Background: an optimization exercise with open tools, aiming at small area, a short achievable clock period and few clock cycles. Do not read the settings as production practice. Function was checked by simulation only, so behaviour that the tests miss may differ from the original.

==> flow/design.v, too long to show whole: its modules and the start of the top module <==
// module FA: 10 lines
// module csa: 21 lines
// module counter: 22 lines
// module booth_encoder: 44 lines
// module multiplicand_reg: 18 lines
// module multiplier_shift_reg: 27 lines
// module pp_carry_shift_reg: 28 lines
// module pp_gen: 48 lines
// module mul_datapath: 3282 lines
module mul_datapath (
    input  logic clk,
    input  logic rst_n,
    input  logic start,
    input  logic signed [51:0] multiplicand_i,
    input  logic signed [51:0] multiplier_i,
    output logic signed [103:0] product_o,
    output logic signed [51:0] product_rounded_o,
    output logic done
);
  // ...
==> flow/run.sh <==
#!/bin/bash
# synth_recipe.tcl (not shown) runs the flow's synth.tcl, then flattens the netlist and writes it again
# the make line also repeats each setting of config.mk as NAME=value (left out here)
make -C /OpenROAD-flow-scripts/flow DESIGN_CONFIG=/design/flow/config.mk WORK_HOME=/design/flow/orfs CLKGATE_MAP_FILE= SYNTH_SCRIPT=/design/flow/synth_recipe.tcl finish
==> flow/config.mk <==
export PLATFORM = sky130hd
export DESIGN_NAME = mul_datapath
export DESIGN_NICKNAME = mul_datapath
export VERILOG_FILES = /design/flow/design.v
export SDC_FILE = /design/flow/constraint.sdc
export NUM_CORES = 4
export LEC_CHECK = 0
export ABC_AREA = 1
export CAP_MARGIN = 20
export CORE_MARGIN = 2
export CORE_UTILIZATION = 40
export SLEW_MARGIN = 20
export SYNTH_HIERARCHICAL = 1
export SYNTH_MINIMUM_KEEP_SIZE = 0
==> flow/constraint.sdc <==
create_clock -name core_clock -period 8.0 [get_ports {clk}]
set_input_delay 1.6000 -clock core_clock [delete_from_list [all_inputs] [get_ports {clk}]]
set_output_delay 1.6000 -clock core_clock [all_outputs]
set_load 0.01 [all_outputs]
==> impl_metrics.env, run 1 <==
export IMPL_largestClassByArea="multi-input combinational cells"
export IMPL_min_period_ns=7.00
export IMPL_status="finished clean"
export IMPL_cts_root_buf="clkbuf_16"
export IMPL_overflow=0
export IMPL_clk_path_buf_depth=3
export IMPL_drtIter0Drc=9552
export IMPL_layout_common_cells="1401 x xor2_1, 1325 x o22ai_1, 1206 x fa_1"
export IMPL_tapCellCount=2218
export IMPL_final_common_cell="xor2_1"
export IMPL_avgSynthCellArea_sq_um=8.88
export IMPL_syn_to_final_growth_pct=8.30
export IMPL_multi_input_area_share_pct=74.6
export IMPL_routed_wl_mm=332
export IMPL_bufAreaShareNonClock_pct=5.14
export IMPL_crit_top_cell="nand2_1"
export IMPL_ant_nets=0
export IMPL_cp_depth=14
export IMPL_rows=151
export IMPL_dieWidth_microns=418
export IMPL_clk_pin_slew_ns=0.06
export IMPL_crit_path_max_incr_delay_ns=0.79
export IMPL_post_place_cells=9688
export IMPL_cp_num_buf_inv=2
export IMPL_fin_util_pct=43.7
export IMPL_vias=62887
Testbench counts, summed over its fixed seeds: cycles 1,608.
==> run 2: changes to the inputs <==
==> flow/flow/run.sh (new file) <==
#!/bin/bash
# The standard layout, with plain buffers (buf_4) on the ports instead of the
# delay cells buffer_ports picks by default.
set -euo pipefail
export BUFFER_PORTS_ARGS="-buffer_cell sky130_fd_sc_hd__buf_4"
bash standard.sh finish > standard_flow.log 2>&1
==> flow/standard.sh (new file) <==
#!/bin/bash
# synth_recipe.tcl (not shown) runs the flow's synth.tcl, then flattens the netlist and writes it again
# the make line also repeats each setting of config.mk as NAME=value (left out here)
make -C /OpenROAD-flow-scripts/flow DESIGN_CONFIG=/design/flow/config.mk WORK_HOME=/design/flow/orfs CLKGATE_MAP_FILE= SYNTH_SCRIPT=/design/flow/synth_recipe.tcl "${@:-finish}"
removed: flow/run.sh
==> run 2 against run 1 <==
Effect of this change: flip-flop and latch count stayed put; area after synthesis stayed put; maximum frequency is 2.9% higher; wire length hardly changed; global-route usage is 0.12 points higher; hold slack worse by 0.41 ns.
==> impl_metrics.env, run 2 <==
export IMPL_cts_sinks=394
export IMPL_hold_path_class="input pin to async pin"
export IMPL_drtIter0Drc=8646
export IMPL_grt_total_usage_pct=37.5
export IMPL_setup_viol=0
export IMPL_top_layer_used="met5"
export IMPL_largest_register_ffs=393
export IMPL_htreeDepth=2
export IMPL_cts_hold_buf=0
export IMPL_status="finished clean"
export IMPL_syn_area_sq_um=68600
export IMPL_drv_slew=0
export IMPL_syn_to_final_growth_pct=7.65
export IMPL_die_area_sq_um=175000
export IMPL_layout_common_cells="1399 x xor2_1, 1325 x o22ai_1, 1206 x fa_1"
export IMPL_min_period_ns=6.80
export IMPL_multi_input_area_sq_um=55400
export IMPL_routed_wl_mm=332
export IMPL_synth_distinct_cells=41
export IMPL_synth_most_common_cell="xor2_1"
export IMPL_start_util_pct=40.4
export IMPL_synth_ff_latch_count=394
export IMPL_fmax_mhz=147
export IMPL_vias=62527
export IMPL_crit_type="register to primary output"
export IMPL_dieWidth_microns=418
export IMPL_crit_arrival_ns=5.20
export IMPL_worst_slew_pin_transition_ns=1.17
export IMPL_final_area_sq_um=73800
export IMPL_grt_first_pass_wirelength_mm=468
export IMPL_cp_start_kind="register"
export IMPL_yosys_top_cells_count="1404 x xor2_1, 1325 x o22ai_1, 1206 x fa_1, 1051 x nand2_1, 601 x inv_1"
export IMPL_ant_nets=0
export IMPL_hold_viol=0
export IMPL_overflow=0
export IMPL_yosysTopAreaCellShare_pct=35.2
export IMPL_post_drt_wl_per_cell_microns=33.9
export IMPL_register_area_sq_um=7890
export IMPL_synthCells=7725
export IMPL_async_reset_ff_share_pct=0.254
export IMPL_synth_seq_area_share_pct=11.5
export IMPL_rsz0062_at_grt="false"
export IMPL_grt_max_degree=51
export IMPL_rows=151
export IMPL_yosysTopAreaCell="fa_1"
export IMPL_core_region_area_sq_um=170000
export IMPL_io_pins=264
export IMPL_maxCapViolations=0
export IMPL_crit_path_start="cut_q[212]"
export IMPL_nNetsFinal=9029
export IMPL_relSlewSlack_pct=21.9
export IMPL_critPathRequiredTime_ns=6.40
export IMPL_finalWeightedCongestion=1.08
export IMPL_cts_buffers=50
export IMPL_yosys_warnings=7
export IMPL_tns_ns=0
export IMPL_cts_tree="yes"
export IMPL_grt_pass1_vias=63751
export IMPL_synth_edf_count=0
export IMPL_dp_hpwl_mm=241
export IMPL_top_regs="cut_q: 393 flops, done_q: 1 flops"
export IMPL_wl_met3_mm=47.9
export IMPL_place_area_sq_um=71900
export IMPL_final_common_cell="xor2_1"
export IMPL_clk_pin_slew_ns=0.06
export IMPL_synthFlopType="dfxtp_1"
export IMPL_avgSynthCellArea_sq_um=8.88
export IMPL_clk_path_buf_depth=3
export IMPL_first_pass_iters=10
export IMPL_die_h_microns=418
export IMPL_end_kind="primary output"
export IMPL_post_cts_setup_buffer_count=0
export IMPL_synth_area_leaders="fa_1 35%, xor2_1 18%, o22ai_1 12%"
export IMPL_path_max_fanout=4
export IMPL_wl_met2_mm=137
export IMPL_fill_cells=16662
export IMPL_drive_above_1_share_pct=10.3
export IMPL_port_buffers=211
export IMPL_wl_met1_mm=115
export IMPL_via_per_inst=6.38
export IMPL_ctsResizeCount=0
export IMPL_antenna_found_initial=24
export IMPL_cts_root_buf="clkbuf_16"
export IMPL_fin_crit_sh_pct=85.0
export IMPL_regMostFlops="cut_q"
export IMPL_drc_errors=0
[run 2: cell counts after synthesis]
Identical to the previous run, type by type.
[run 2: area by class of cell]
class                           count  area share, %
Multi-Input combinational cell   5948           75.1
Sequential cell                   394           10.7
Timing Repair Buffer              429           4.43
Tap cell                         2218           3.76
Inverter                          703           3.59
Clock buffer                       61           1.83
Clock inverter                     33          0.590
Antenna cell                       13         0.0441
[run 2: metal layers]
metal | vias up | global-route usage, %
met3 | 1648 | 16.2
li1 | 24794 | -
met1 | 30711 | 43.6
met5 | - | 0.250
met2 | 5350 | 54.5
met4 | 24 | 28.4
[run 2: critical path: stages (launching register included)]
cell     delay, ns
dfxtp_1       0.37
fa_1          0.48
fa_1          0.94
ha_1          0.64
nand2_1       0.21
nor2_1        0.32
nand2_1       0.20
nor2_1        0.17
inv_1         0.09
nor2_1        0.35
nand3_1       0.29
nand3_1       0.16
nand2_1       0.05
nand2_1       0.05
buf_4         0.12
[run 2: stage by stage]
stage	hold WS [ns]	utilization (%)	worst slack (ns)	std cells
after CTS	0.671	43.4	1.60	9784
after detailed placement	1.38	42.4	1.50	9690
after global routing	0.689	43.5	1.18	9791
after global placement	1.37	42.4	1.56	9690
final	0.689	43.5	1.20	9799
after floorplan	1.30	-	2.85	7776
[run 2: cell families after synthesis]
group / count (synthesis) / share of synthesized area (%)
buf+inv: 1434 / 8.49
flops: 394 / 11.5
simple gates: 1543 / 9.40
other cells: 1 / 0.00547
xor+xnor: 1414 / 18.1
fa+ha+maj: 1396 / 38.7
compound gates: 1543 / 13.9
[run 2: path summary, 6_finish.rpt]
check,endpoint
max,product_o[87]
min,done_q
max in group asynchronous,done_q
min in group core_clock,done_q
[run 2: per-module statistics from Yosys (local to each module, per instance)]
module / times used / cells / area (sq um) / flops+latches
FA: 1206 / 1 / 20.0 / 0
mul_datapath: 1 / 6519 / 44400 / 394

port drivers added, routing unchanged:
The results above use ideal ports. As a check the final layouts listed here were re-extracted and re-timed, cells and wires unchanged.
Step 1: set_driving_cell puts a clkbuf_16 on clk and a buf_2 on each other input, an assumption about the parent block.
Step 2 moves the port delays by t, midway between the first and last clock arrival at a register: inputs arrive t later, outputs are due t later. That takes back most of the time a late clock gives input paths.
Slacks: ideal ports / drivers / drivers and shift; pairs: ideal ports / drivers.
| run | t (ns) | setup slack, ns | hold WS [ns] | worst data-port slew with drivers (ns) | cell pins on the clock port's net |
|---|---|---|---|---|---|
| run 1 | 0.762 | 1.002 / 0.911 / 1.078 | 1.102 / 1.037 / 1.798 | 0.33 | 1 |
| run 2 | 0.789 | 1.202 / 1.111 / 1.122 | 0.689 / 0.626 / 1.415 | 0.28 | 1 |
After both steps setup and hold are still met in every run listed. For run 2, which loses most, drivers alone change the setup slack by -0.091 ns; drivers and shift together by -0.080 ns.
